Context: an optimization exercise on an open-source flow, tuned for small area, a short achievable clock period and few clock cycles. The choices shown serve that exercise and are no tape-out recipe.
Only simulation tests tie the RTL to the original design; equivalence was not proved.
In run 3 the design's own scripts or RTL, not TritonCTS, make the clock network.
The flow treats the clock pin as an ideal source. Dropping or thinning the clock tree relies on that and would not hold on a real chip.
Power is estimated from default activity; no workload was simulated.

<file path="config.mk">
export PLATFORM = sky130hd
export DESIGN_NAME = dna_vt_consensus
export DESIGN_NICKNAME = dna_vt_consensus
export VERILOG_FILES = /design/flow/design.v
export SDC_FILE = /design/flow/constraint.sdc
export NUM_CORES = 4
export LEC_CHECK = 0
export ABC_AREA = 1
export CAP_MARGIN = 20
export CORE_MARGIN = 2
export CORE_UTILIZATION = 50
export CTS_BUF_LIST = sky130_fd_sc_hd__clkbuf_4 sky130_fd_sc_hd__clkbuf_8 sky130_fd_sc_hd__clkbuf_16
export CTS_CLUSTER_DIAMETER = 30
export CTS_CLUSTER_SIZE = 6
export PLACE_DENSITY = 0.6
export SETUP_SLACK_MARGIN = 3
export SLEW_MARGIN = 20
</file>
<file path="constraint.sdc">
create_clock -name core_clock -period 62.0 [get_ports {clk}]
set_input_delay 12.4000 -clock core_clock [delete_from_list [all_inputs] [get_ports {clk}]]
set_output_delay 12.4000 -clock core_clock [all_outputs]
set_load 0.01 [all_outputs]
</file>
<file path="design.v">
module hard_decoder (
	input  logic [10:0] r,
	input  logic [5:0]  N,
	output logic [9:0]  c
);
	wire base = (N[5:2] == 4'b0010);
	wire is9  = base & N[0] & ~N[1];
	wire is10 = base & N[1] & ~N[0];
	wire is11 = base & N[1] & N[0];
	logic [9:0] dI, dS;
	logic [8:0] dD;
wire in_n22, in_n23, in_n24, in_n25, in_n26, in_n27, in_n28, in_n29, in_n30, in_n31, in_n32, in_n33, in_n34, in_n35, in_n36, in_n37, in_n38, in_n39, in_n40, in_n41, in_n42, in_n43, in_n44, in_n45, in_n47, in_n48, in_n49, in_n50, in_n51, in_n52, in_n53, in_n54, in_n55, in_n56, in_n57, in_n59, in_n60, in_n61, in_n62, in_n63, in_n64, in_n65, in_n66, in_n67, in_n69, in_n70, in_n71, in_n72, in_n73, in_n75, in_n76, in_n77, in_n79, in_n80, in_n81, in_n82, in_n83, in_n84, in_n85, in_n86, in_n87, in_n89, in_n91, in_n92, in_n93, in_n94, in_n96, in_n97, in_n98, in_n99, in_n100, in_n102, in_n103;
assign in_n22 = ~r[0] & ~r[3];
assign in_n23 = ~r[1] & ~r[2];
assign in_n24 = r[4] & ~in_n23;
assign in_n25 = in_n22 & ~in_n24;
assign in_n26 = r[1] & r[2];
assign in_n27 = r[3] & ~in_n23;
assign in_n28 = ~in_n26 & ~in_n27;
assign in_n29 = ~r[4] & in_n28;
assign in_n30 = ~in_n25 & ~in_n29;
assign in_n31 = ~r[5] & ~in_n30;
assign in_n32 = ~r[6] & ~r[7];
assign in_n33 = ~r[8] & in_n32;
assign in_n34 = ~r[9] & ~r[10];
assign in_n35 = in_n33 & in_n34;
assign in_n36 = ~in_n31 & in_n35;
assign in_n37 = ~r[5] & in_n22;
assign in_n38 = ~r[2] & in_n37;
assign in_n39 = ~r[2] & ~r[3];
assign in_n40 = ~r[4] & ~r[5];
assign in_n41 = ~in_n39 & ~in_n40;
assign in_n42 = r[0] & ~r[1];
assign in_n43 = ~r[4] & in_n42;
assign in_n44 = ~in_n41 & in_n43;
assign in_n45 = ~in_n38 & ~in_n44;
assign dI[0] = in_n36 & ~in_n45;
assign in_n47 = ~r[0] & ~r[4];
assign in_n48 = ~r[3] & in_n42;
assign in_n49 = ~in_n47 & ~in_n48;
assign in_n50 = ~r[5] & ~in_n49;
assign in_n51 = ~r[2] & in_n50;
assign in_n52 = ~in_n37 & in_n41;
assign in_n53 = r[5] & ~in_n47;
assign in_n54 = ~in_n23 & ~in_n26;
assign in_n55 = ~in_n53 & in_n54;
assign in_n56 = in_n35 & in_n55;
assign in_n57 = ~in_n52 & in_n56;
assign dI[1] = ~in_n51 & in_n57;
assign in_n59 = ~r[3] & ~in_n53;
assign in_n60 = ~r[0] & ~r[5];
assign in_n61 = ~r[1] & ~in_n60;
assign in_n62 = ~r[2] & ~in_n61;
assign in_n63 = ~in_n59 & ~in_n62;
assign in_n64 = ~in_n22 & in_n40;
assign in_n65 = r[1] & ~in_n64;
assign in_n66 = in_n35 & ~in_n39;
assign in_n67 = ~in_n65 & in_n66;
assign dI[2] = ~in_n63 & in_n67;
assign in_n69 = in_n23 & in_n47;
assign in_n70 = ~in_n50 & ~in_n69;
assign in_n71 = in_n35 & ~in_n70;
assign in_n72 = ~in_n57 & ~in_n71;
assign in_n73 = ~r[3] & ~r[4];
assign dI[3] = ~in_n72 & ~in_n73;
assign in_n75 = in_n53 & ~in_n73;
assign in_n76 = in_n28 & ~in_n75;
assign in_n77 = ~in_n37 & ~in_n76;
assign dI[4] = in_n36 & ~in_n77;
assign in_n79 = ~in_n30 & in_n36;
assign in_n80 = ~r[1] & in_n49;
assign in_n81 = ~in_n26 & ~in_n80;
assign in_n82 = ~r[7] & in_n81;
assign in_n83 = ~r[6] & in_n81;
assign in_n84 = r[7] & ~in_n83;
assign in_n85 = ~in_n32 & in_n34;
assign in_n86 = ~r[8] & in_n85;
assign in_n87 = in_n31 & in_n86;
assign dI[6] = ~in_n84 & in_n87;
assign in_n89 = in_n82 & dI[6];
assign dI[5] = in_n79 | in_n89;
assign in_n91 = r[8] & ~in_n82;
assign in_n92 = ~r[6] & in_n34;
assign in_n93 = ~in_n33 & in_n92;
assign in_n94 = in_n31 & in_n93;
assign dI[7] = ~in_n91 & in_n94;
assign in_n96 = ~in_n85 & in_n94;
assign in_n97 = ~r[9] & in_n81;
assign in_n98 = r[10] & ~in_n97;
assign in_n99 = in_n33 & ~in_n34;
assign in_n100 = in_n31 & in_n99;
assign dI[9] = ~in_n98 & in_n100;
assign in_n102 = r[9] & in_n81;
assign in_n103 = dI[9] & in_n102;
assign dI[8] = in_n96 | in_n103;
wire dn_n19, dn_n20, dn_n21, dn_n22, dn_n23, dn_n24, dn_n25, dn_n26, dn_n27, dn_n28, dn_n29, dn_n30, dn_n31, dn_n32, dn_n33, dn_n34, dn_n35, dn_n36, dn_n37, dn_n38, dn_n39, dn_n40, dn_n41, dn_n42, dn_n43, dn_n44, dn_n45, dn_n46, dn_n47, dn_n48, dn_n49, dn_n50, dn_n51, dn_n52, dn_n53, dn_n54, dn_n55, dn_n56, dn_n57, dn_n58, dn_n59, dn_n60, dn_n61, dn_n62, dn_n63, dn_n64, dn_n65, dn_n66, dn_n67, dn_n68, dn_n69, dn_n70, dn_n71, dn_n72, dn_n73, dn_n74, dn_n76, dn_n77, dn_n79, dn_n80, dn_n81, dn_n82, dn_n83, dn_n84, dn_n85, dn_n88, dn_n89, dn_n91, dn_n92, dn_n93, dn_n94, dn_n95, dn_n96, dn_n98, dn_n99, dn_n100, dn_n103, dn_n104, dn_n105, dn_n106;
assign dn_n19 = r[0] & r[2];
assign dn_n20 = r[0] & ~r[2];
assign dn_n21 = ~r[0] & r[2];
assign dn_n22 = ~dn_n20 & ~dn_n21;
assign dn_n23 = ~r[5] & ~dn_n22;
assign dn_n24 = ~dn_n19 & ~dn_n23;
assign dn_n25 = ~r[6] & ~dn_n24;
assign dn_n26 = ~r[2] & ~r[3];
assign dn_n27 = ~dn_n25 & ~dn_n26;
assign dn_n28 = r[3] & r[4];
assign dn_n29 = r[2] & dn_n28;
assign dn_n30 = ~dn_n27 & ~dn_n29;
assign dn_n31 = ~r[1] & dn_n30;
assign dn_n32 = ~r[3] & ~r[4];
assign dn_n33 = ~r[5] & dn_n32;
assign dn_n34 = ~r[0] & ~dn_n28;
assign dn_n35 = ~dn_n33 & ~dn_n34;
assign dn_n36 = ~dn_n31 & ~dn_n35;
assign dn_n37 = dn_n31 & dn_n35;
assign dn_n38 = ~dn_n36 & ~dn_n37;
assign dn_n39 = ~r[0] & ~r[2];
assign dn_n40 = r[4] & dn_n39;
assign dn_n41 = ~r[4] & dn_n20;
assign dn_n42 = ~dn_n40 & ~dn_n41;
assign dn_n43 = ~dn_n22 & dn_n42;
assign dn_n44 = ~r[7] & ~r[8];
assign dn_n45 = ~r[6] & dn_n44;
assign dn_n46 = r[3] & dn_n43;
assign dn_n47 = dn_n45 & ~dn_n46;
assign dn_n48 = dn_n43 & dn_n47;
assign dn_n49 = dn_n31 & dn_n40;
assign dn_n50 = r[5] & ~dn_n32;
assign dn_n51 = ~dn_n41 & dn_n50;
assign dn_n52 = dn_n45 & ~dn_n51;
assign dn_n53 = ~dn_n49 & dn_n52;
assign dn_n54 = ~dn_n48 & dn_n53;
assign dn_n55 = ~dn_n38 & dn_n54;
assign dn_n56 = ~r[8] & dn_n33;
assign dn_n57 = ~r[7] & dn_n56;
assign dn_n58 = r[2] & ~r[4];
assign dn_n59 = r[5] & ~dn_n58;
assign dn_n60 = r[2] & r[3];
assign dn_n61 = dn_n45 & ~dn_n60;
assign dn_n62 = ~dn_n59 & dn_n61;
assign dn_n63 = ~dn_n57 & ~dn_n62;
assign dn_n64 = dn_n55 & dn_n63;
assign dn_n65 = r[6] & dn_n44;
assign dn_n66 = dn_n33 & dn_n65;
assign dn_n67 = ~r[1] & dn_n39;
assign dn_n68 = dn_n66 & dn_n67;
assign dn_n69 = ~r[1] & ~r[2];
assign dn_n70 = r[1] & r[2];
assign dn_n71 = ~dn_n69 & ~dn_n70;
assign dn_n72 = dn_n23 & dn_n71;
assign dn_n73 = dn_n47 & dn_n72;
assign dn_n74 = ~dn_n68 & ~dn_n73;
assign dD[0] = dn_n64 | ~dn_n74;
assign dn_n76 = ~r[6] & r[7];
assign dn_n77 = ~dn_n21 & dn_n76;
assign dD[8] = dn_n56 & dn_n77;
assign dn_n79 = ~dn_n65 & ~dD[8];
assign dn_n80 = ~r[4] & ~r[5];
assign dn_n81 = dn_n20 & dn_n80;
assign dn_n82 = ~dn_n79 & dn_n81;
assign dn_n83 = dn_n31 & dn_n82;
assign dn_n84 = ~r[2] & dn_n80;
assign dn_n85 = dn_n55 & ~dn_n84;
assign dD[1] = dn_n83 | dn_n85;
assign dD[7] = dn_n66 | dn_n82;
assign dn_n88 = ~dn_n53 & ~dD[7];
assign dn_n89 = dn_n30 & dn_n71;
assign dD[2] = ~dn_n88 & dn_n89;
assign dn_n91 = ~r[1] & ~r[6];
assign dn_n92 = dn_n80 & ~dn_n91;
assign dn_n93 = ~dn_n42 & ~dn_n92;
assign dn_n94 = dn_n21 & dn_n92;
assign dn_n95 = ~dn_n26 & ~dn_n94;
assign dn_n96 = ~dn_n93 & dn_n95;
assign dD[3] = ~dn_n63 & dn_n96;
assign dn_n98 = ~r[1] & dn_n81;
assign dn_n99 = ~dn_n28 & ~dn_n32;
assign dn_n100 = ~dn_n98 & dn_n99;
assign dD[4] = dn_n53 & dn_n100;
assign dD[5] = dn_n53 & ~dn_n80;
assign dn_n103 = ~dn_n21 & dn_n66;
assign dn_n104 = r[4] & ~dn_n20;
assign dn_n105 = r[5] & ~dn_n104;
assign dn_n106 = dn_n47 & dn_n105;
assign dD[6] = dn_n103 | dn_n106;
	wire a0s, a0c, b0s, b0c;
	assign {a0c, a0s} = r[0] + r[2] + r[4];
	assign {b0c, b0s} = a0s + r[6] + r[8];
	wire a1s, a1c, b1s, b1c, d1s, d1c;
	assign {a1c, a1s} = r[1] + r[2] + r[5];
	assign {b1c, b1s} = r[6] + r[9] + a0c;
	assign {d1c, d1s} = a1s + b1s + b0c;
	wire a2s, a2c, b2s, b2c, d2s, d2c;
	assign {a2c, a2s} = r[3] + r[4] + r[5];
	assign {b2c, b2s} = r[6] + a1c + b1c;
	assign {d2c, d2s} = a2s + b2s + d1c;
	wire [5:0] w8 = {a2c, b2c, d2c, r[7], r[8], r[9]};
	wire any8 = |w8;
	wire two8 = |(w8 & (w8 - 6'd1));
	wire [3:0] s = {any8, d2s, d1s, b0s};
	always_comb
		for (int i = 0; i < 10; i++)
			dS[i] = !two8 && ((s == 4'(i + 6)) || (i <= 4 && s == 4'(4 - i)));
	assign c = r[9:0] ^ ({10{is11}} & dI | {10{is10}} & dS | {1'b0, {9{is9}} & dD});
endmodule
module vt_decode (
	input  logic [9:0] data_in,
	output logic [4:0] recovered,
	output logic       good_syndrome
);
	wire [9:0] c = data_in;
	wire [5:0] T;
	wire s0, k1a, k1b;
	assign {k1a, s0}   = c[0] + c[2] + c[4];
	assign {k1b, T[0]} = s0 + !c[6] + c[8];
	wire s1, s2, k2a, k2b, k2c;
	assign {k2a, s1}   = c[1] + c[2] + c[5];
	assign {k2b, s2}   = c[9] + k1a + k1b;
	assign {k2c, T[1]} = s1 + s2;
	wire s3, s4, k3a, k3b, k3c;
	assign {k3a, s3}   = c[3] + c[4] + c[5];
	assign {k3b, s4}   = k2a + k2b + k2c;
	assign {k3c, T[2]} = s3 + s4;
	wire s5, s6, k4a, k4b, k4c;
	assign {k4a, s5}   = c[6] + c[7] + c[8];
	assign {k4b, s6}   = c[9] + k3a + k3b;
	assign {k4c, T[3]} = s5 + s6 + k3c;
	assign {T[5], T[4]} = k4a + k4b + k4c;
	assign recovered = {data_in[8], data_in[6], data_in[5], data_in[4], data_in[2]};
	assign good_syndrome = (T == 6'd6) || (T == 6'd27) || (T == 6'd48);
endmodule
module dna_vt_consensus (
	input  logic        clk,
	input  logic        rst_n,
	input  logic        in_valid,
	output logic        in_ready,
	input  logic [31:0] in_strand,
	input  logic [5:0]  in_len,
	input  logic        in_last,
	output logic        out_valid,
	output logic [9:0]  out_codeword,
	output logic [4:0]  out_data,
	output logic        out_syndrome_ok
);
	assign in_ready = 1'b1;
	logic        s_valid, s_last;
	logic [10:0] s_r;
	logic [5:0]  s_len;
	always_ff @(posedge clk or negedge rst_n)
		if (!rst_n) s_valid <= 1'b0;
		else        s_valid <= in_valid;
	always_ff @(posedge clk) begin
		s_last <= in_last;
		s_r    <= in_strand[10:0];
		s_len  <= in_len;
	end
	logic [9:0] c;
	hard_decoder hard (.r(s_r), .N(s_len), .c(c));
	logic       first;    
	logic [4:0] t [10];
	logic [9:0] cw_next;
	always_ff @(posedge clk or negedge rst_n)
		if (!rst_n) begin
			first     <= 1'b1;
			out_valid <= 1'b0;
		end else begin
			if (s_valid) first <= s_last;
			out_valid <= s_valid & s_last;
		end
	genvar gi;
	generate
		for (gi = 0; gi < 10; gi++) begin : cnt
			logic [4:0] b, g, tn;
			logic [4:0] p;
			logic en;
			assign b    = t[gi] | {5{first}};
			assign g    = b ^ {5{c[gi]}};
			assign en   = s_valid & (s_len > 6'(gi));
			assign p[0] = en;
			for (genvar j = 0; j < 4; j++) begin : ch
				assign p[j+1] = p[j] & g[j];
				assign tn[j]  = b[j] ^ p[j];
			end
			assign tn[4] = (b[4] & c[gi]) | (b[4] ^ p[4]);
			always_ff @(posedge clk) t[gi] <= tn;
			assign out_codeword[gi] = t[gi][4];
			assign cw_next[gi] = tn[4];
		end
	endgenerate
	logic syn_ok;
	vt_decode u_vt_decode (
		.data_in      (cw_next),
		.recovered    (),
		.good_syndrome(syn_ok)
	);
	always_ff @(posedge clk) out_syndrome_ok <= syn_ok;
	assign out_data = {out_codeword[8], out_codeword[6], out_codeword[5], out_codeword[4], out_codeword[2]};
endmodule
</file>
<file path="flow/run.sh">
#!/bin/bash
# Standard layout with three changes:
# - after the standard synthesis, the combinational logic is re-mapped for
#   area (flow/recover.sh); registers, tie cells and full-adder cells are
#   kept as synthesized, with their names and cell types;
# - the ports are buffered with buf_1 cells;
# - clock tree synthesis runs with the standard arguments plus
#   -dont_use_dummy_load (no dummy load cells for balancing).
# Each tool writes its full output to its own log file in this folder.
set -euo pipefail
R=orfs/results/sky130hd/dna_vt_consensus/base
LIB=$FLOW_HOME/platforms/sky130hd/lib/sky130_fd_sc_hd__tt_025C_1v80.lib
bash standard.sh synth > synth.log 2>&1
cp $R/1_2_yosys.v synth_standard.v
# the standard synthesis's don't-use cells, as it passed them to ABC
grep -m1 -o 'abc -script.*' orfs/logs/sky130hd/dna_vt_consensus/base/1_2_yosys.log | grep -o -- '-dont_use [^ ]*' | tr '\n' ' ' > dont_use.txt
python3 flow/libmodels.py $LIB cell_models.v sky130_fd_sc_hd__fa_1,sky130_fd_sc_hd__fa_2,sky130_fd_sc_hd__fa_4 > libmodels.log 2>&1
bash flow/recover.sh synth_standard.v $R/1_2_yosys.v cell_models.v dont_use.txt > recover.log 2>&1
export CTS_ARGS="-repair_clock_nets -buf_list {sky130_fd_sc_hd__clkbuf_4 sky130_fd_sc_hd__clkbuf_8 sky130_fd_sc_hd__clkbuf_16} -dont_use_dummy_load"
BUFFER_PORTS_ARGS="-buffer_cell sky130_fd_sc_hd__buf_1" bash standard.sh finish > finish.log 2>&1
</file>
<file path="flow/area.abc">
strash
&get -n
&deepsyn -T 60
&dch
&nf -p -F 8 -A 4 -C 32 -R 1000
&put
topo
</file>
<file path="flow/libmodels.py">
# Write Verilog models (assign per output from the liberty function) of the
# combinational cells of a liberty file.
import re, sys
KEEP = set(sys.argv[3].split(',')) if len(sys.argv) > 3 else set()
lib = open(sys.argv[1]).read()
out = []
for m in re.finditer(r'\n\s*cell\s*\(\s*"?([\w]+)"?\s*\)\s*\{', lib):
    name = m.group(1)
    # find cell body by brace matching
    i = m.end(); depth = 1
    while depth:
        if lib[i] == '{': depth += 1
        elif lib[i] == '}': depth -= 1
        i += 1
    body = lib[m.end():i]
    seq = bool(re.search(r'\n\s*(ff|latch|statetable)\s*\(', body))
    pins = []
    for pm in re.finditer(r'\n\s*pin\s*\(\s*"?(\w+)"?\s*\)\s*\{', body):
        j = pm.end(); d = 1
        while d:
            if body[j] == '{': d += 1
            elif body[j] == '}': d -= 1
            j += 1
        pb = body[pm.end():j]
        dm = re.search(r'direction\s*:\s*"?(\w+)"?', pb)
        fm = re.search(r'function\s*:\s*"([^"]*)"', pb)
        pins.append((pm.group(1), dm.group(1) if dm else None, fm.group(1) if fm else None))
    seen=set(); pins=[x for x in pins if not (x[0] in seen or seen.add(x[0]))]
    ins = [p for p, d, f in pins if d == 'input']
    outs = [(p, f) for p, d, f in pins if d == 'output' and f]
    if seq or not ins or name in KEEP:
        allo = [p for p, d, f in pins if d == 'output']
        if not allo: continue
        s = '(* blackbox *)\nmodule %s(%s);\n' % (name, ', '.join(ins + allo))
        s += ''.join('  input %s;\n' % p for p in ins) + ''.join('  output %s;\n' % p for p in allo) + 'endmodule\n'
        out.append(s); continue
    if not outs: continue
    if any(re.search(r'VPWR|VGND|KAPWR|SLEEP', f) for p, f in outs): continue
    ports = ins + [p for p, f in outs]
    s = 'module %s(%s);\n' % (name, ', '.join(ports))
    s += ''.join('  input %s;\n' % p for p in ins)
    s += ''.join('  output %s;\n' % p for p, f in outs)
    for p, f in outs:
        e = f.replace('!', '~').replace('*', '&').replace('+', '|')
        e = re.sub(r'\)\s*\(', ') & (', e)
        s += '  assign %s = %s;\n' % (p, e)
    s += 'endmodule\n'
    out.append(s)
open(sys.argv[2], 'w').write('\n'.join(out))
print(len(out), 'models')
</file>
<file path="flow/recover.sh">
#!/bin/bash
# Area recovery on the standard synthesis: re-map the combinational logic of
# netlist IN with ABC for area only (ABC script flow/area.abc) and write OUT.
# Cells that MODELS declares as black boxes (flip-flops, tie cells, full
# adders) stay as they are, with their instance names and cell types; the
# other cells are read as their liberty functions.
# usage: recover.sh IN OUT MODELS DONTUSE_FILE
set -euo pipefail
IN=$1; OUT=$2; MODELS=$3; DONTUSE=$4
F=$(dirname $(readlink -f $0))
LIB=$FLOW_HOME/platforms/sky130hd/lib/sky130_fd_sc_hd__tt_025C_1v80.lib
cat > recover.ys <<EOY
read_verilog $MODELS
read_verilog $IN
hierarchy -top $FLOW_TOP
proc
flatten
techmap
opt_clean -purge
opt -fast
abc -liberty $LIB $(cat $DONTUSE) -script $F/area.abc
splitnets
opt_clean -purge
hilomap -singleton -hicell sky130_fd_sc_hd__conb_1 HI -locell sky130_fd_sc_hd__conb_1 LO
insbuf -buf sky130_fd_sc_hd__buf_4 A X
tee -o recover_stat.txt stat -liberty $LIB
write_verilog -noattr -nohex -nodec $OUT
EOY
yosys -s recover.ys
</file>
<file path="standard.sh">
#!/bin/bash
# synth_recipe.tcl (not shown) runs the flow's synth.tcl, then flattens the netlist and writes it again
# the make line also repeats each setting of config.mk as NAME=value (left out here)
make -C /OpenROAD-flow-scripts/flow DESIGN_CONFIG=/design/flow/config.mk WORK_HOME=/design/flow/orfs CLKGATE_MAP_FILE= SYNTH_SCRIPT=/design/flow/synth_recipe.tcl "${@:-finish}"
</file>
==> results of run 1 <==
layer usage:
| layer | vias to the layer above | track usage [%] |
|---|---|---|
| met5 | - | 0 |
| met4 | 0 | 6.548 |
| met3 | 20 | 4.307 |
| met2 | 122 | 36.31 |
| met1 | 1686 | 28.23 |
| li1 | 1810 | - |
stage by stage:
step / hold WS, ns / instance area [um^2]
after global routing: 0.4894 / 4522
after detailed placement: 0.4862 / 4398
after global placement: 0.4499 / 4398
final: 0.4669 / 4522
after floorplan: 0.4397 / 4225
after CTS: 0.4707 / 4522
cell usage in the layout (no fill, tap or decap), types with 3 or more instances in the layout:
| cell | count |
|---|---|
| buf_1 | 37 |
| xor2_1 | 29 |
| xnor2_1 | 45 |
| a221oi_1 | 4 |
| fa_1 | 18 |
| a31oi_1 | 4 |
| o31ai_1 | 3 |
| nand2_1 | 44 |
| nor3_1 | 22 |
| clkbuf_8 | 9 |
| o21a_1 | 3 |
| and2_0 | 4 |
| o22ai_1 | 4 |
| nand2b_1 | 4 |
| o21ai_0 | 40 |
| clkinv_1 | 25 |
| or2_0 | 3 |
| a22oi_1 | 3 |
| dfxtp_1 | 69 |
| nor2_1 | 106 |
| nor4_1 | 5 |
| nand3_1 | 10 |
| a21oi_1 | 21 |
layout make-up:
type                    instances  area, um^2
flip-flops and latches         72        1458
inverters                      25       93.84
clock buffers                   9       123.9
repair buffers                 39       153.9
fillers                       811        3695
well taps                     105       131.4
multi-input cells             406        2561
power groups by stage:
stage / clock [mW] / sequential (mW) / combinational [mW]
2_1_floorplan: 0 / 0.0633 / 0.0473
3_3_place_gp: 0 / 0.0637 / 0.0546
3_5_place_dp: 0 / 0.0640 / 0.0568
4_1_cts: 0.0289 / 0.0630 / 0.0572
5_1_grt: 0.0308 / 0.0644 / 0.0639
6_report: 0.0277 / 0.0629 / 0.0566
state kept, by name, indices dropped and copies added (netlist names):
signal and flops:
t 50, s_r 11, s_len 6, first 1, out_syndrome_ok 1, out_valid 1
s_last 1, s_valid 1
worst min path at each step:
stage	depth (start not counted)	end	start	slack, ns
6_report	1	out_valid	s_last	0.47
5_1_grt	1	out_valid	s_last	0.49
4_1_cts	1	out_valid	s_last	0.47
3_5_place_dp	1	out_valid	s_last	0.49
3_3_place_gp	1	out_valid	s_last	0.45
2_1_floorplan	1	out_valid	s_last	0.44
==> results.cfg, run 1 <==
[worst_setup_path]
crit_path_end = out_codeword[4]
cp_num_cells = 1
critPathMaxFanout = 4
cp_top_family = flip-flops
reg2reg_depth = 28
r2r_end = out_syndrome_ok
reg2reg_from = s_r[2]
startpoint_type = register
cp_num_buf_inv = 1
crit_type = register to output pin
path_cells = buf_1
critPathMaxStageDelay_ns = 0.38
crit_start = t[4][4]
required_ns = 49.60
worstPathArrival_ns = 0.88
regToRegSetupSlack_ns = 52.18
crit_slowest_cell = dfxtp_1
end_kind = output pin

[yosys]
avgSynthCellArea_um2 = 8.157
netlist_instances = 518
syn_area_mm2 = 0.004225
ys_warn_count = 3
syn-num-nets = 578

[clock_tree]
ctsHoldBuffers = 0
cts.clk_slew.worst_paths_ns = 0.08
cts_tree = yes
cts_resized = 0
cts_buffers = 9
clock_latency_ns = 0.34
cts_buffer_depth = 2
postCtsSetupBuffers = 0
cts.htree.levels = 3
clock-root-buffer = clkbuf_8
cts_sinks = 72

[drt]
drt_iter0_drc = 228
vias = 3638
drc = 0
viasPerCell = 5.546
wl_met2_um = 4403
routed.top_layer = met4
m1WireLength_um = 4218
route.met3.wl_um = 483
antenna_left = 0
wl_per_cell_um = 14.17
first_pass_iters = 6
wl_um = 9295

[sta]
skew_ns = 0.02626
drv_slew = 0
finalHoldViolCount = 0
layout_min_cycle_time_ns = 13.28
finalWorstSetupSlack_ns = 48.72
rsz0062_at_grt = false
fin_tns_setup_ns = 0
tightest_slew_ns = 0.9950
setup_viol = 0
relSlewSlack_pct = 33.06
post-route-period-util_pct = 21.42
fmax_mhz = 75.30

[power]
p_sw_share_pct = 36.19
power_density_mw_per_mm2 = 32.57
power.net_switching_uw = 53.29
power.static_leakage_nw = 1.605
power_frac_seq_pct = 42.7
clkPwrFrac_pct = 18.8
p_total_uw = 147.3
irDropWorstVdd_mv = 0.01669
power.internal_uw = 93.97
p_comb_share_pct = 38.4

[floorplan]
io_pins = 60
core_mm2 = 0.008217
dieHeight_um = 95.93
start_util_pct = 51.42
rows = 33
die_w_um = 95.93
die_area_mm2 = 0.009202

[global_routing]
grt_use_total_pct = 21.65
grt-ovfl-total = 0
grt_pass1_wl_um = 15330
antenna_found_initial = 0
grt_max_degree = 61
grt_pass1_vias = 3316

[final_layout]
final_cells = 656
nets = 613
areaGrowthSynthToFinish_pct = 7.018
diodes = 0
final_util_pct = 55.03
layout-drive-gt1-share_pct = 2.178

[place]
io_buffers = 37
dpl.hpwl_um = 7129
dp_slack_ns = 49.08
place_congestion = 0.8499
dp.cells = 647

[worst_hold_path]
holdCritPathClass = register to register

[outcome]
outcome = complete, no violations

[job]
maxCapViolations = 0
Testbench counts, summed over its fixed seeds: cycles 13,845.
==> run 2, diff against run 1 <==
--- a/flow/run.sh
+++ b/flow/run.sh
@@ -16,5 +16,5 @@
 grep -m1 -o 'abc -script.*' orfs/logs/sky130hd/dna_vt_consensus/base/1_2_yosys.log | grep -o -- '-dont_use [^ ]*' | tr '\n' ' ' > dont_use.txt
 python3 flow/libmodels.py $LIB cell_models.v sky130_fd_sc_hd__fa_1,sky130_fd_sc_hd__fa_2,sky130_fd_sc_hd__fa_4 > libmodels.log 2>&1
 bash flow/recover.sh synth_standard.v $R/1_2_yosys.v cell_models.v dont_use.txt > recover.log 2>&1
-export CTS_ARGS="-repair_clock_nets -buf_list {sky130_fd_sc_hd__clkbuf_4 sky130_fd_sc_hd__clkbuf_8 sky130_fd_sc_hd__clkbuf_16} -dont_use_dummy_load"
+export CTS_ARGS="-sink_clustering_enable -repair_clock_nets -sink_clustering_size 20 -sink_clustering_max_diameter 100 -buf_list {sky130_fd_sc_hd__clkbuf_4 sky130_fd_sc_hd__clkbuf_8 sky130_fd_sc_hd__clkbuf_16} -dont_use_dummy_load"
 BUFFER_PORTS_ARGS="-buffer_cell sky130_fd_sc_hd__buf_1" bash standard.sh finish > finish.log 2>&1
==> results.cfg, run 2 <==
[global_routing]
antenna_found_initial = 0
grt_pass1_wl_um = 15330
grt_pass1_vias = 3316
grt_max_degree = 61
grt-ovfl-total = 0
grt_use_total_pct = 21.65

[sta]
relSlewSlack_pct = 33.06
setup_viol = 0
fin_tns_setup_ns = 0
tightest_slew_ns = 0.9950
post-route-period-util_pct = 21.42
finalWorstSetupSlack_ns = 48.72
layout_min_cycle_time_ns = 13.28
fmax_mhz = 75.30
skew_ns = 0.02626
finalHoldViolCount = 0
rsz0062_at_grt = false
drv_slew = 0

[outcome]
outcome = complete, no violations

[worst_setup_path]
startpoint_type = register
r2r_end = out_syndrome_ok
end_kind = output pin
critPathMaxStageDelay_ns = 0.38
crit_slowest_cell = dfxtp_1
worstPathArrival_ns = 0.88
critPathMaxFanout = 4
crit_type = register to output pin
cp_top_family = flip-flops
required_ns = 49.60
regToRegSetupSlack_ns = 52.18
reg2reg_depth = 28
path_cells = buf_1
reg2reg_from = s_r[2]
cp_num_buf_inv = 1

[clock_tree]
cts_resized = 0
ctsHoldBuffers = 0
cts_tree = yes
cts_sinks = 72
cts_buffers = 9
postCtsSetupBuffers = 0
cts_buffer_depth = 2
cts.clk_slew.worst_paths_ns = 0.08
cts.htree.levels = 3
clock_latency_ns = 0.34
clock-root-buffer = clkbuf_8

[drt]
viasPerCell = 5.546
antenna_left = 0
wl_um = 9295
vias = 3638
drt_iter0_drc = 228
first_pass_iters = 6
wl_per_cell_um = 14.17
drc = 0

[final_layout]
largestRegisters = t (50), s_r (11), s_len (6)
max_flop_register = t
final_common_cell = nor2_1
layout-drive-gt1-share_pct = 2.178
diodes = 0
areaGrowthSynthToFinish_pct = 7.018
final_cell_mix = 106 x nor2_1, 69 x dfxtp_1, 45 x xnor2_1, 44 x nand2_1, 40 x o21ai_0
nets = 613
fillerInstances = 811
final_cells = 656
largest_register_ffs = 50

[yosys]
syn_area_mm2 = 0.004225
netlist_instances = 518
avgSynthCellArea_um2 = 8.157
ys_warn_count = 3
syn-num-nets = 578

[place]
dp.cells = 647
io_buffers = 37
dpl.hpwl_um = 7129
place_congestion = 0.8499
dp_slack_ns = 49.08

[floorplan]
core_mm2 = 0.008217
die_w_um = 95.93
die_area_mm2 = 0.009202
dieHeight_um = 95.93
start_util_pct = 51.42
io_pins = 60
rows = 33

[power]
power_density_mw_per_mm2 = 32.57
p_total_uw = 147.3
power.static_leakage_nw = 1.605
irDropWorstVdd_mv = 0.01669

[worst_hold_path]
holdCritPathClass = register to register
whs_endpoint = out_valid
whs_path_depth = 1
hold_path_startpoint = s_last

[job]
maxCapViolations = 0
-- run 2: report_power, final --
group	internal [mW]	leakage (nW)	switching, mW
clock	0.0129	0.0647	0.0148
sequential	0.0573	0.612	0.00558
combinational	0.0237	0.929	0.0329
total	0.0940	1.61	0.0533
-- run 2: how the worst max path moves through the flow --
stage,from,slack (ns),depth (start not counted),endpoint
6_report,t[4][4],48.72,1,out_codeword[4]
2_1_floorplan,t[4][4],49.14,1,out_codeword[4]
3_5_place_dp,t[2][4],49.08,1,out_data[0]
5_1_grt,t[4][4],48.67,1,out_data[1]
3_3_place_gp,t[2][4],49.09,1,out_codeword[2]
4_1_cts,t[4][4],48.70,1,out_codeword[4]
-- run 2: layer usage --
metal / global-route usage (%) / vias up / wire length (um) / share of wire [%]
li1: - / 1810 / - / -
met1: 28.23 / 1686 / 4218 / 45
met2: 36.31 / 122 / 4403 / 47
met3: 4.307 / 20 / 483 / 5.2
met4: 6.548 / 0 / 190 / 2.0
met5: 0 / - / 0 / 0
-- run 2: through the flow --
step / hold WS (ns) / cell area [um^2] / utilization, %
after floorplan: 0.4397 / 4225 / -
after global placement: 0.4499 / 4398 / 53.53
after detailed placement: 0.4862 / 4398 / 53.53
after CTS: 0.4707 / 4522 / 55.03
after global routing: 0.4894 / 4522 / 55.03
final: 0.4669 / 4522 / 55.03
-- run 2: area by class of cell --
cell class	instances	area [um^2]	area share, %
tap	105	131.4	2.905
timing repair buffer	39	153.9	3.403
inverter	25	93.84	2.075
multi-input combinational	406	2561	56.64
sequential	72	1458	32.24
clock buffer	9	123.9	2.739
==> run 3, diff against run 2 <==
==> flow/run.sh (replaced) <==
#!/bin/bash
# Standard layout with three changes:
# - after the standard synthesis, the combinational logic is re-mapped for
#   area (flow/recover.sh); registers, tie cells and full-adder cells are
#   kept as synthesized, with their names and cell types;
# - the ports are buffered with buf_1 cells;
# - the clock tree is one stage of three clkbuf_16 cells, each driving a
#   third of the registers (flow/clock_tree.tcl, in place of
#   clock_tree_synthesis).
# Each tool writes its full output to its own log file in this folder.
set -euo pipefail
R=orfs/results/sky130hd/dna_vt_consensus/base
LIB=$FLOW_HOME/platforms/sky130hd/lib/sky130_fd_sc_hd__tt_025C_1v80.lib
bash standard.sh synth > synth.log 2>&1
cp $R/1_2_yosys.v synth_standard.v
# the standard synthesis's don't-use cells, as it passed them to ABC
grep -m1 -o 'abc -script.*' orfs/logs/sky130hd/dna_vt_consensus/base/1_2_yosys.log | grep -o -- '-dont_use [^ ]*' | tr '\n' ' ' > dont_use.txt
python3 flow/libmodels.py $LIB cell_models.v sky130_fd_sc_hd__fa_1,sky130_fd_sc_hd__fa_2,sky130_fd_sc_hd__fa_4 > libmodels.log 2>&1
bash flow/recover.sh synth_standard.v $R/1_2_yosys.v cell_models.v dont_use.txt > recover.log 2>&1
export PRE_CTS_TCL=$(pwd)/flow/clock_tree.tcl
BUFFER_PORTS_ARGS="-buffer_cell sky130_fd_sc_hd__buf_1" bash standard.sh finish > finish.log 2>&1
==> flow/clock_tree.tcl (new file) <==
# Clock tree of this flow (sourced as PRE_CTS_TCL by ORFS's cts.tcl): the
# clock port drives three clkbuf_16 cells and each drives the clock pins of
# a third of the registers (split by x position), one buffer stage from the
# port to every register. ORFS's clock_tree_synthesis call that follows is
# made a no-op; the rest of the CTS step (legalisation, timing repair) runs
# as usual.
set block [ord::get_db_block]
set master [[ord::get_db] findMaster sky130_fd_sc_hd__clkbuf_16]
set clknet [$block findNet clk]
set lst {}
foreach it [$clknet getITerms] {
  set loc [[$it getInst] getLocation]
  lappend lst [list [lindex $loc 0] [lindex $loc 1] $it]
}
set lst [lsort -integer -index 0 $lst]
set n [llength $lst]
set k 3
set parts {}
for {set i 0} {$i < $k} {incr i} {
  lappend parts [lrange $lst [expr {$i * $n / $k}] [expr {($i + 1) * $n / $k - 1}]]
}
set g 0
foreach part $parts {
  set net [odb::dbNet_create $block "clknet_third_$g"]
  $net setSigType CLOCK
  set inst [odb::dbInst_create $block $master "clkbuf_third_$g"]
  [$inst findITerm A] connect $clknet
  [$inst findITerm X] connect $net
  set sx 0
  set sy 0
  foreach e $part {
    set it [lindex $e 2]
    $it disconnect
    $it connect $net
    incr sx [lindex $e 0]
    incr sy [lindex $e 1]
  }
  set cnt [llength $part]
  $inst setLocation [expr {$sx / $cnt}] [expr {$sy / $cnt}]
  $inst setPlacementStatus PLACED
  puts "clock_tree.tcl: clkbuf_third_$g drives $cnt clock pins"
  incr g
}
proc clock_tree_synthesis {args} {
  puts "clock_tree.tcl: clock_tree_synthesis skipped"
}
==> results.cfg, run 3 <==
[global_routing]
grt_use_total_pct = 20.48
grt_max_degree = 61
grt_pass1_wl_um = 15210
antenna_found_initial = 0
grt_pass1_vias = 3261
grt-ovfl-total = 0

[worst_setup_path]
end_kind = output pin
critPathMaxStageDelay_ns = 0.39
cp_num_buf_inv = 1
cp_top_family = flip-flops
worstPathArrival_ns = 0.71
crit_type = register to output pin
path_cells = buf_1
startpoint_type = register
required_ns = 49.60
critPathMaxFanout = 3
crit_slowest_cell = dfxtp_1

[final_layout]
largestRegisters = t (50), s_r (11), s_len (6)
diodes = 0
final_cell_mix = 106 x nor2_1, 69 x dfxtp_1, 45 x xnor2_1, 44 x nand2_1, 40 x o21ai_0
max_flop_register = t
nets = 607
design_area_mm2 = 0.004473
areaGrowthSynthToFinish_pct = 5.863
final_common_cell = nor2_1
largest_register_ffs = 50
layout-drive-gt1-share_pct = 1.101

[floorplan]
io_pins = 60
die_w_um = 95.93
die_area_mm2 = 0.009202
start_util_pct = 51.42
rows = 33
dieHeight_um = 95.93
core_mm2 = 0.008217

[sta]
rsz0062_at_grt = false
layout_min_cycle_time_ns = 13.11
drv_slew = 0
finalWorstSetupSlack_ns = 48.89
tightest_slew_ns = 1.117
finalHoldViolCount = 0
relSlewSlack_pct = 24.88
fmax_mhz = 76.29
fin_tns_setup_ns = 0
post-route-period-util_pct = 21.14
setup_viol = 0
skew_ns = 0.004707

[worst_hold_path]
holdCritPathClass = register to register

[clock_tree]
cts_resized = 0
cts.clk_slew.worst_paths_ns = 0.10
clock_latency_ns = 0.16
ctsHoldBuffers = 0
postCtsSetupBuffers = 0

[place]
dp_slack_ns = 49.08
io_buffers = 37
post_dp_cell_area_mm2 = 0.004398
place_congestion = 0.8499
dpl.hpwl_um = 7129

[yosys]
ys_warn_count = 3
netlist_instances = 518
syn_area_mm2 = 0.004225
avgSynthCellArea_um2 = 8.157
syn-num-nets = 578

[drt]
wl_um = 9253
viasPerCell = 5.503
drc = 0
drt_iter0_drc = 190
antenna_left = 0
vias = 3577
first_pass_iters = 4
wl_per_cell_um = 14.24

[power]
power.static_leakage_nw = 1.578
power_density_mw_per_mm2 = 31.41
irDropWorstVdd_mv = 0.02632

[outcome]
outcome = complete, no violations

[job]
maxCapViolations = 0
run 3: cell types whose count changed in the layout (fill, tap and decap cells not counted), sizes merged:
| cell | delta |
|---|---|
| clkbuf | -6 |
run 3: path summary, 6_finish.rpt:
kind                          from  cells after the start               to  slack, ns
max reg2reg                 s_r[2]                     28  out_syndrome_ok      52.04
min                         s_last                      1        out_valid       0.50
min in group asynchronous    rst_n                      1        out_valid      12.02
min reg2reg                 s_last                      1        out_valid       0.50
max                        t[2][4]                      1      out_data[0]      48.89
max in group asynchronous    rst_n                      1            first      49.76
run 3: area by class of cell:
class | instances | area, um^2
sequential | 72 | 1458
timing repair buffer | 39 | 153.9
multi-input combinational | 406 | 2561
tap | 105 | 131.4
fill | 809 | 3744
buffer | 3 | 75.07
inverter | 25 | 93.84
run 3: layer usage:
metal	up-vias	track usage [%]	part of all wire, %
li1	1798	-	-
met4	0	2.500	1.8
met5	-	0	0
met2	105	36.83	47
met3	16	1.175	4.7
met1	1658	27.93	46
run 3: report_power, final:
group | switching [mW] | leakage, nW | internal (mW)
combinational | 0.0329 | 0.929 | 0.0237
sequential | 0.00560 | 0.612 | 0.0573
clock | 0.0122 | 0.0370 | 0.00891
total | 0.0507 | 1.58 | 0.0899
run 3: metrics by stage:
stage	power, mW	hold WS [ns]	std cells	util, %
6_report	0.1405	0.5023	650	54.44
5_1_grt	0.1514	0.5340	650	54.44
4_1_cts	0.1370	0.4862	650	54.44
3_5_place_dp	0.1207	0.4862	647	53.53
3_3_place_gp	0.1184	0.4499	647	53.53
2_1_floorplan	0.1106	0.4397	518	-

==> what the ideal ports hide <==
How much do the figures lean on ideal ports? The routed layouts below were timed once more, with nothing changed but the port constraints.
Step 1 sets driving cells, clkbuf_16 on the clock port and buf_2 on the other inputs (assumed; they add their load-dependent delay and slew).
Step 2, shift: input delay + t, output delay - t, t = (earliest + latest rising clock arrival at the registers) / 2. This alone moves slack from input paths to output paths.
a / b / c = ideal / step 1 / step 2; a / b = the first two.
| run | t, ns | setup WS [ns] | latest minus earliest clock arrival (ns) |
|---|---|---|---|
| run 1 | 0.359 | 48.719 / 48.686 / 49.045 | 0.026 / 0.026 |
| run 2 | 0.359 | 48.719 / 48.686 / 49.045 | 0.026 / 0.026 |
| run 3 | 0.216 | 48.892 / 48.832 / 49.048 | 0.005 / 0.005 |
After both steps every run listed still meets setup and hold.
